What follows belongs to an exercise in optimizing a design on an open flow for small area and a short achievable clock period; a production flow would make more cautious choices. In this exercise RTL edits were held to simulation tests only and were not proved equivalent to the original. Power and IR drop assume default switching activity.

==> flow/design.v (outline; a module is shown in full before it is edited, if it fits) <==
// module mulMatrix: 7109 lines
// module mm_fa: 4 lines
// module mm_aoi21: 3 lines
// module mm_inv: 3 lines
// module mm_nand: 3 lines
// module mm_nor: 3 lines
// module mm_oai21: 3 lines
// module mm_or: 3 lines
// module mm_xnor: 3 lines
// module mm_xor: 3 lines
module mulMatrix(
	input wire [149:0] A,
	input wire [89:0] B,
	output wire [224:0] C,
	input clk);
  // ...
==> flow/flow/run.sh <==
#!/bin/bash
# The standard layout (standard synthesis, floorplan, place, CTS, route),
# with one change: the port buffers that placement inserts on every input and
# output are plain sky130_fd_sc_hd__buf_2 cells instead of the default pick.
set -euo pipefail
echo 'export BUFFER_PORTS_ARGS = -buffer_cell sky130_fd_sc_hd__buf_2' >> config.mk
bash standard.sh finish > standard_flow.log 2>&1
==> flow/standard.sh <==
#!/bin/bash
# synth_recipe.tcl (not shown) runs the flow's synth.tcl, then flattens the netlist and writes it again
# the make line also repeats each setting of config.mk as NAME=value (left out here)
make -C /OpenROAD-flow-scripts/flow DESIGN_CONFIG=/design/flow/config.mk WORK_HOME=/design/flow/orfs CLKGATE_MAP_FILE= SYNTH_SCRIPT=/design/flow/synth_recipe.tcl "${@:-finish}"
==> flow/config.mk <==
export PLATFORM = sky130hd
export DESIGN_NAME = mulMatrix
export DESIGN_NICKNAME = mulMatrix
export VERILOG_FILES = /design/flow/design.v
export SDC_FILE = /design/flow/constraint.sdc
export NUM_CORES = 4
export LEC_CHECK = 0
export CAP_MARGIN = 20
export CELL_PAD_IN_SITES_DETAIL_PLACEMENT = 1
export CELL_PAD_IN_SITES_GLOBAL_PLACEMENT = 2
export CORE_MARGIN = 2
export CORE_UTILIZATION = 40
export PLACE_DENSITY = 0.5
export SETUP_SLACK_MARGIN = 2.0
export SLEW_MARGIN = 20
export SYNTH_HIERARCHICAL = 1
export BUFFER_PORTS_ARGS = -buffer_cell sky130_fd_sc_hd__buf_2
==> flow/constraint.sdc <==
create_clock -name core_clock -period 6.0 [get_ports {clk}]
set_input_delay 1.2000 -clock core_clock [delete_from_list [all_inputs] [get_ports {clk}]]
set_output_delay 1.2000 -clock core_clock [all_outputs]
set_load 0.01 [all_outputs]
==> out/metrics.yaml, run 1 <==
ctsHtreeMaxLevel: 3
leakagePower_nw: 29.74
r2r_slack_ns: 1.92
seq-power_mw: 9.70
synth_top_area_share_pct: 30.39
p_int_mw: 24.17
status: "complete, no violations"
synth.most_common_cell: "a222oi_1"
port_buffers: 465
antenna_found_initial: 23
multi_input_area_um2: 55530
grt_pass1_wl_um: 578400
final_cell_area_um2: 85670
std_cell_rows: 161
power_mw: 46.00
yosys_most_used_dff: "dfxtp_1"
cp.arrival_ns: 4.75
power.share.switching_pct: 47.45
synth-xor-area-share_pct: 9.294
grt_pass1_vias: 75810
final.clkbuf_count: 130
layout-drive-gt1-share_pct: 21.29
synth-edff-count: 0
hold_path_class: "in -> reg"
final_hold_viol_count: 0
multi_input_gates: 4976
worst_pin_slew_ns: 1.032
topRoutingLayerUsed: "met5"
n_tap_cell: 2526
cp-start-kind: "register"
grt_max_degree: 51
async_flop_share_pct: 0
finalCritPeriodShare_pct: 67.94
n_sequential_cell: 769
cts_tree: "yes"
synth_common_cells: "a222oi_1 (1680), fa_1 (1176), clkbuf_1 (1041)"
die_w_um: 444.1
seq-cell-share_pct: 18.67
critical-path-top-delay-family: "adder cells"
==> inputs of run 2 (changes only) <==
==> flow/flow/run.sh (replaced) <==
#!/bin/bash
# The standard layout (standard synthesis, floorplan, place, CTS, route),
# with one change: the port buffers that placement inserts on every input and
# output are plain sky130_fd_sc_hd__buf_1 cells instead of the default pick.
set -euo pipefail
echo 'export BUFFER_PORTS_ARGS = -buffer_cell sky130_fd_sc_hd__buf_1' >> config.mk
bash standard.sh finish > standard_flow.log 2>&1
--- a/flow/config.mk
+++ b/flow/config.mk
@@ -9,9 +9,9 @@
 export CELL_PAD_IN_SITES_DETAIL_PLACEMENT = 1
 export CELL_PAD_IN_SITES_GLOBAL_PLACEMENT = 2
 export CORE_MARGIN = 2
-export CORE_UTILIZATION = 40
-export PLACE_DENSITY = 0.5
+export CORE_UTILIZATION = 48
+export PLACE_DENSITY = 0.55
 export SETUP_SLACK_MARGIN = 2.0
 export SLEW_MARGIN = 20
 export SYNTH_HIERARCHICAL = 1
-export BUFFER_PORTS_ARGS = -buffer_cell sky130_fd_sc_hd__buf_2
+export BUFFER_PORTS_ARGS = -buffer_cell sky130_fd_sc_hd__buf_1
==> run 2 against run 1 <==
  * Fmax fell by 0.15%
  * Worst setup slack got worse by 0.0063 ns
  * Die area shrank 17%
  * Clock-buffer cell count shrank 1
  * Synthesized area unchanged
  * Critical path depth did not move
  * Cell area decreased by 2.3%
  * Sequential cell count stayed put
==> out/metrics.yaml, run 2 <==
drtAntennaViolNets: 0
start_util_pct: 48.30
crit_start: "x12[3]"
drcViolationCount: 0
r2r_start: "x12[3]"
track_usage_pct: 46.20
std_cell_rows: 147  # -8.7%
pwr_density_cell_nw_per_um2: 536.5
muxShareOfSynthArea_pct: 0
cp.required_ns: 6.66
async_flop_share_pct: 0  # unchanged
ir_worst_vdd_v: 0.0004743
nets: 8454
grt_max_degree: 63  # +24%
endpoint_kind: "register"
timing.final.setup_violations: 0
syn-cell-area_um2: 77460
path_max_fanout: 16
core_um2: 160400
die_area_um2: 164600
endpoint: "h02[1]"
port_buffers: 465  # unchanged
synth-xor-area-share_pct: 9.294  # unchanged
rsz0062_at_grt: "yes"
cts_tree: "yes"
synthAdderAreaFrac_pct: 31.65
nFillCells: 16970
topRoutingLayerUsed: "met5"
pin_count: 466
drtIter0Drc: 22110
yosys_most_used_dff: "dfxtp_1"
grt_pass1_vias: 76270  # +0.61%
clock_latency_ns: 0.79
fin_crit_ns: 4.082
wire_per_inst_um: 43.15
crit_type: "reg -> reg"
synth_top_area_cell: "fa_1"
fmaxAchievable_mhz: 245.0
synth_common_cells: "a222oi_1 (1680), fa_1 (1176), clkbuf_1 (1041)"
final_util_pct: 52.21
ys_top_cells_by_area: "fa_1 (30%), a222oi_1 (22%), dfxtp_1 (20%)"
drt-vias-per-instance: 8.010
cts_num_sinks: 769
clock_path_buffers: 3
die_w_um: 405.7  # -8.6%
status: "complete, no violations"
cp.arrival_ns: 4.74  # about the same
yosysUniqueCellTypes: 45
finalCritPeriodShare_pct: 68.04  # +0.10 points
hold_path_class: "in -> reg"
cp-start-kind: "register"
worst_pin_slew_ns: 1.131  # +0.09862 ns
layout-drive-gt1-share_pct: 13.67  # -7.6 points
synth.most_common_cell: "a222oi_1"
via_count: 73710
yosysWarnings: 7
place_area_um2: 79550
drt-met1-wl_um: 130100
gp_congestion: 1.023
finalClockSkew_ns: 0.04972
cts_root_buf: "clkbuf_16"
finalWirelength_um: 397100
r2r_slack_ns: 1.92  # about the same
mostFrequentLayoutCells: "a222oi_1 (1680), fa_1 (1173), xnor2_1 (586)"
synth_simple_gate_area_share_pct: 4.212
yosysSeqAreaShare_pct: 19.87
dpl.hpwl_um: 269600
final_cell_area_um2: 83740  # -2.3%
cts_buffers: 89
synth.avg_cell_area_um2: 10.62
drv_cap: 0
synth-edff-count: 0  # unchanged
clkTransAtPathRegs_ns: 0.06
ctsHtreeMaxLevel: 3  # unchanged
synth_top_area_share_pct: 30.39  # unchanged
rr_endpoint: "h02[1]"
drv_slew: 0
antenna_found_initial: 15  # -35%
synth_top_family_by_area: "adder cells"
relSlewSlack_pct: 24.52
synth-seq-cells: 769
syn_inst: 7294
layout_commonest_cell: "a222oi_1"
dr_wl_met3_um: 66270
drt-pass1-iter-count: 22
final_hold_viol_count: 0  # unchanged
leakagePower_nw: 28.06  # -5.6%
die_y_um: 405.7
area_growth_pct: 8.099
setup_tns_ns: 0
grt_pass1_wl_um: 550200  # -4.9%
synth_compound_area_share_pct: 26.30
gr-total-overflow: 0
wl_met2_um: 163300
ff2ff_path_depth: 8
[run 2: cell counts after synthesis]
No cell type changed its count.
[run 2: repair_timing]
action,CTS,global route
gates resized for setup,112,109
hold buffers,0,0
cloned,0,0
pin swaps,7,54
buffers inserted,0,36
setup endpoints to repair,97,56
[run 2: cell type report]
| class | instances | area (um2) | area share, % |
|---|---|---|---|
| multi-input cells | 4976 | 55470 | 66.24 |
| flip-flops and latches | 769 | 15930 | 19.02 |
| repair buffers | 913 | 5731 | 6.843 |
| well taps | 2160 | 2703 | 3.227 |
| clock buffers | 129 | 2619 | 3.127 |
| inverters | 210 | 788.3 | 0.9413 |
| clock inverters | 35 | 475.5 | 0.5678 |
| diodes | 10 | 25.02 | 0.02988 |
[run 2: power breakdown]
part	leakage, nW	switching (mW)	total, mW	internal [mW]
registers	6.51	2.74	9.75	7.01
logic	20.0	16.5	29.3	12.9
clock network	1.50	2.54	5.82	3.29
total	28.1	21.7	44.9	23.2
[run 2: critical path, stage by stage, from the launching register on]
cell and delay [ns]:
dfxtp_2 0.64, buf_6 0.40, a222oi_1 0.16, fa_1 0.53
fa_1 0.60, fa_1 0.46, fa_1 0.41, fa_1 0.48
or2_1 0.25
[run 2: worst min-delay path by stage]
stage          startpoint  endpoint  slack, ns  cells past startpoint
4_1_cts             A[59]     d30_7       0.49                      1
2_1_floorplan      m12[0]    l02[0]       1.01                      5
3_3_place_gp       m00[0]    l20[0]       0.96                      3
3_5_place_dp       m00[0]    l00[0]       0.97                      3
5_1_grt             A[29]     d40_7       0.52                      1
6_report            A[59]     d30_7       0.52                      1
[run 2: metal layers]
metal  vias to the layer above  GRT usage [%]
li1                      27270              -
met1                     36520          54.60
met2                      7721          67.12
met3                      2187          19.31
met4                        10          33.82
met5                         -        0.02974
[run 2: stage by stage]
step,setup slack [ns],power (mW),instances,hold WS [ns]
after floorplan,2.343,30.10,7308,1.009
after global placement,1.676,37.50,8991,0.9641
after detailed placement,1.660,37.98,8992,0.9666
after CTS,1.956,44.12,9156,0.4895
after global routing,1.958,47.51,9194,0.5178
final,1.918,44.92,9202,0.5212
[run 2: logic make-up after synthesis]
group / Yosys count
AOI/OAI and AO/OA: 2248
xor gates and xnor gates: 822
adders and majority gates: 1254
buffers and inverters: 1563
DFF: 769
other: 1
and+or+nand+nor: 637
[run 2: modules after synthesis, one instance, submodules excluded]
| module | flip-flops and latches | cell area [um2] | times used | cells |
|---|---|---|---|---|
| mm_oai21 | 0 | 5.005 | 60 | 1 |
| mm_xor | 0 | 8.758 | 195 | 1 |
| mm_or | 0 | 6.256 | 90 | 1 |
| mm_nand | 0 | 3.754 | 60 | 1 |
| mm_inv | 0 | 3.754 | 75 | 1 |
| mm_xnor | 0 | 8.758 | 555 | 1 |
| mm_nor | 0 | 3.754 | 135 | 1 |
| mm_aoi21 | 0 | 8.758 | 135 | 1 |
| mm_fa | 0 | 20.02 | 1170 | 1 |
| mulMatrix | 769 | 44410 | 1 | 4819 |
==> inputs of run 3 (changes only) <==
--- a/flow/config.mk
+++ b/flow/config.mk
@@ -11,7 +11,7 @@
 export CORE_MARGIN = 2
 export CORE_UTILIZATION = 48
 export PLACE_DENSITY = 0.55
-export SETUP_SLACK_MARGIN = 2.0
+export SETUP_SLACK_MARGIN = 2.2
 export SLEW_MARGIN = 20
 export SYNTH_HIERARCHICAL = 1
 export BUFFER_PORTS_ARGS = -buffer_cell sky130_fd_sc_hd__buf_1
==> run 3 against run 2 <==
  * Still clean on timing, DRC and antenna
  * First-iteration DRC count up 2.5%
  * Routed wire length up 6.0%
  * Worst hold slack better by 0.0026 ns
  * Combinational power increased by 4%
  * Non-clock buffer count increased by 151
  * Sequential power shrank 1%
  * Sequential share of layout area down 0.38 points
  * Via count rose by 2.8%
  * Critical path type unchanged
  * Largest power group unchanged
==> out/metrics.yaml, run 3 <==
cp.arrival_ns: 4.51  # -0.23 ns
layout-drive-gt1-share_pct: 16.80  # +3.1 points
yosysWarnings: 7  # unchanged
port_buffers: 465  # unchanged
path_max_fanout: 10  # -6
finalClockSkew_ns: 0.04306  # -0.006658 ns
synth_top_area_cell: "fa_1"
core_um2: 160400  # unchanged
pwr_density_cell_nw_per_um2: 531.4  # -0.94%
dpl.hpwl_um: 269600  # unchanged
clock_path_buffers: 3  # unchanged
nFillCells: 16870  # -0.63%
cp.required_ns: 6.65  # about the same
hold_path_class: "in -> reg"
clock_latency_ns: 0.79  # about the same
cts_tree: "yes"
std_cell_rows: 147  # unchanged
via_count: 75800  # +2.8%
gr-total-overflow: 0  # unchanged
crit_chain: "a222oi_1 -> fa_1 -> fa_1 -> fa_1 -> fa_1 -> or2_1"
drt-pass1-iter-count: 22  # unchanged
drtIter0Drc: 22660  # +2.5%
area_growth_pct: 11.62
cts_hold_buf: 0  # unchanged
drt-vias-per-instance: 8.105  # +1.2%
drcViolationCount: 0  # unchanged
nets: 8605  # +1.8%
die_area_um2: 164600  # unchanged
async_flop_share_pct: 0  # unchanged
fmaxAchievable_mhz: 259.5  # +5.9%
syn-cell-area_um2: 77460  # unchanged
ys_top_cells_by_area: "fa_1 (30%), a222oi_1 (22%), dfxtp_1 (20%)"
synth.avg_cell_area_um2: 10.62  # unchanged
relSlewSlack_pct: 26.71  # +2.2 points
synth.most_common_cell: "a222oi_1"
crit_path_max_incr_delay_ns: 1.00  # +0.36 ns
layout_setup_ws_ns: 2.146  # +0.2285 ns
yosys_most_used_dff: "dfxtp_1"
crit_type: "reg -> reg"
wire_per_inst_um: 44.99  # +4.3%
drv_slew: 0  # unchanged
worst_pin_slew_ns: 1.098  # -0.03278 ns
fin_crit_ns: 3.854  # -0.2285 ns
status: "complete, no violations"
clkTransAtPathRegs_ns: 0.06  # about the same
track_usage_pct: 47.81  # +1.6 points
layout_commonest_cell: "a222oi_1"
leakagePower_nw: 29.25  # +4.3%
synth-edff-count: 0  # unchanged
drtAntennaViolNets: 0  # unchanged
rsz0062_at_grt: "yes"
cp_slowest_cell: "dfxtp_1"
ctsHtreeMaxLevel: 3  # unchanged
endpoint_kind: "register"
syn_inst: 7294  # unchanged
grt_pass1_wl_um: 566000  # +2.9%
grt_max_degree: 46  # -27%
grt_pass1_vias: 77650  # +1.8%
synth_common_cells: "a222oi_1 (1680), fa_1 (1176), clkbuf_1 (1041)"
finalWirelength_um: 420700  # +6.0%
cp-start-kind: "register"
power_mw: 45.95  # +2.3%
yosysSeqAreaShare_pct: 19.87  # unchanged
cts_num_sinks: 769  # unchanged
ir_worst_vdd_v: 0.0004646  # -2.1%
gp_congestion: 1.023  # unchanged
cts_root_buf: "clkbuf_16"
antenna_found_initial: 17  # +2
timing.final.setup_violations: 0  # unchanged
setup_tns_ns: 0  # unchanged
finalCritPeriodShare_pct: 64.23  # -3.8 points
cts_buffers: 89  # unchanged
preCtsSetupSlack_ns: 1.660  # unchanged
yosysUniqueCellTypes: 45  # unchanged
synth_top_area_share_pct: 30.39  # unchanged
final_hold_viol_count: 0  # unchanged
crit_top_cell: "fa_1"
pin_count: 466  # unchanged
start_util_pct: 48.30  # unchanged
synth-seq-cells: 769  # unchanged
drv_cap: 0  # unchanged
mostFrequentLayoutCells: "a222oi_1 (1680), fa_1 (1137), xnor2_1 (579)"
die_y_um: 405.7  # unchanged
die_w_um: 405.7  # unchanged
[run 3: cell counts after synthesis]
No cell type changed its count.
[run 3: metrics by stage]
stage               utilization [%]  hold WS [ns]  std cells  cell area [um2]
floorplan                         -         1.009       7308            77520
global placement              49.58        0.9641       8991            79520
detailed placement            49.60        0.9666       8992            79550
CTS                           52.53        0.4896       9215            84250
global route                  53.90        0.5174       9345            86450
finish                        53.91        0.5238       9352            86470
[run 3: timing repair]
item | 4_1_cts | 5_1_grt
setup endpoints to repair | 222 | 92
pin swaps | 78 | 186
cloned | 1 | 3
setup buffers | 58 | 125
gates resized for setup | 295 | 182
[run 3: layout make-up]
class | count | area, um2 | area share [%]
Antenna cell | 9 | 22.52 | 0.02605
Clock inverter | 35 | 475.5 | 0.5499
Inverter | 210 | 788.3 | 0.9116
Clock buffer | 129 | 2619 | 3.029
Sequential cell | 769 | 16120 | 18.64
Tap cell | 2160 | 2703 | 3.126
Timing Repair Buffer | 1064 | 7975 | 9.224
Multi-Input combinational cell | 4976 | 55760 | 64.49
[run 3: cell families after synthesis]
group / count (synthesis) / synth area share [%]
DFF: 769 / 19.87
other: 1 / 0.004841
adders and majority gates: 1254 / 31.65
and+or+nand+nor: 637 / 4.212
xor gates and xnor gates: 822 / 9.294
AOI/OAI and AO/OA: 2248 / 26.30
buffers and inverters: 1563 / 8.664
[run 3: modules after synthesis, one instance, submodules excluded]
module     times used  area [um2]
mm_inv             75       3.754
mm_oai21           60       5.005
mm_xor            195       8.758
mm_xnor           555       8.758
mm_aoi21          135       8.758
mm_fa            1170       20.02
mm_nand            60       3.754
mm_nor            135       3.754
mulMatrix           1       44410
mm_or              90       6.256
[run 3: worst max-delay path: cells and delay by family, from the launching register on]
family / cells / cell delay [ns]
fa+ha+maj: 4 / 2.12
compound gates: 1 / 0.36
simple gates: 1 / 0.24
flops: 1 / 1.00
[run 3: final timing paths]
kind         startpoint      to  slack [ns]  cells after the start
min reg2reg      m10[0]  l20[0]        0.93                      4
max             x12[10]  h12[1]        2.15                      6
min              A[134]   d01_7        0.52                      1
max reg2reg     x12[10]  h12[1]        2.15                      6
[run 3: metal layers]
layer / GRT usage, % / up-vias / share of wire (%)
met2: 67.95 / 8339 / 40
met3: 21.51 / 2643 / 18
met4: 37.78 / 22 / 11
li1: - / 27580 / -
met1: 55.72 / 37210 / 32
met5: 0.1487 / - / 0.13
[run 3: where the power goes]
| group | internal (mW) | switching [mW] | leakage (nW) |
|---|---|---|---|
| Sequential | 7.02 | 2.59 | 6.54 |
| Combinational | 13.4 | 17.1 | 21.2 |
| Clock | 3.29 | 2.54 | 1.50 |

## afterwards: timing with drivers on the ports
How much do the figures lean on ideal ports? The routed layouts below were timed once more, with nothing changed but the port constraints.
Step 1, drivers: a clkbuf_16 drives clk and a buf_2 each remaining input, both assumed.
Step 2, shift: input delay + t, output delay - t, t = (earliest + latest rising clock arrival at the registers) / 2. This alone moves slack from input paths to output paths.
Three values: ideal ports, drivers, drivers and shift; two values: the first two.
| run | t (ns) | slack for setup (ns) | hold WS [ns] | worst slew at a driven data input, ns |
|---|---|---|---|---|
| run 1 | 0.875 | 1.924 / 1.924 / 1.924 | 0.519 / 0.450 / 0.881 | 0.07 |
| run 2 | 0.857 | 1.918 / 1.918 / 1.918 | 0.521 / 0.451 / 0.929 | 0.14 |
| run 3 | 0.861 | 2.146 / 2.070 / 2.146 | 0.524 / 0.454 / 0.929 | 0.17 |
After both steps every run listed still meets setup and hold.
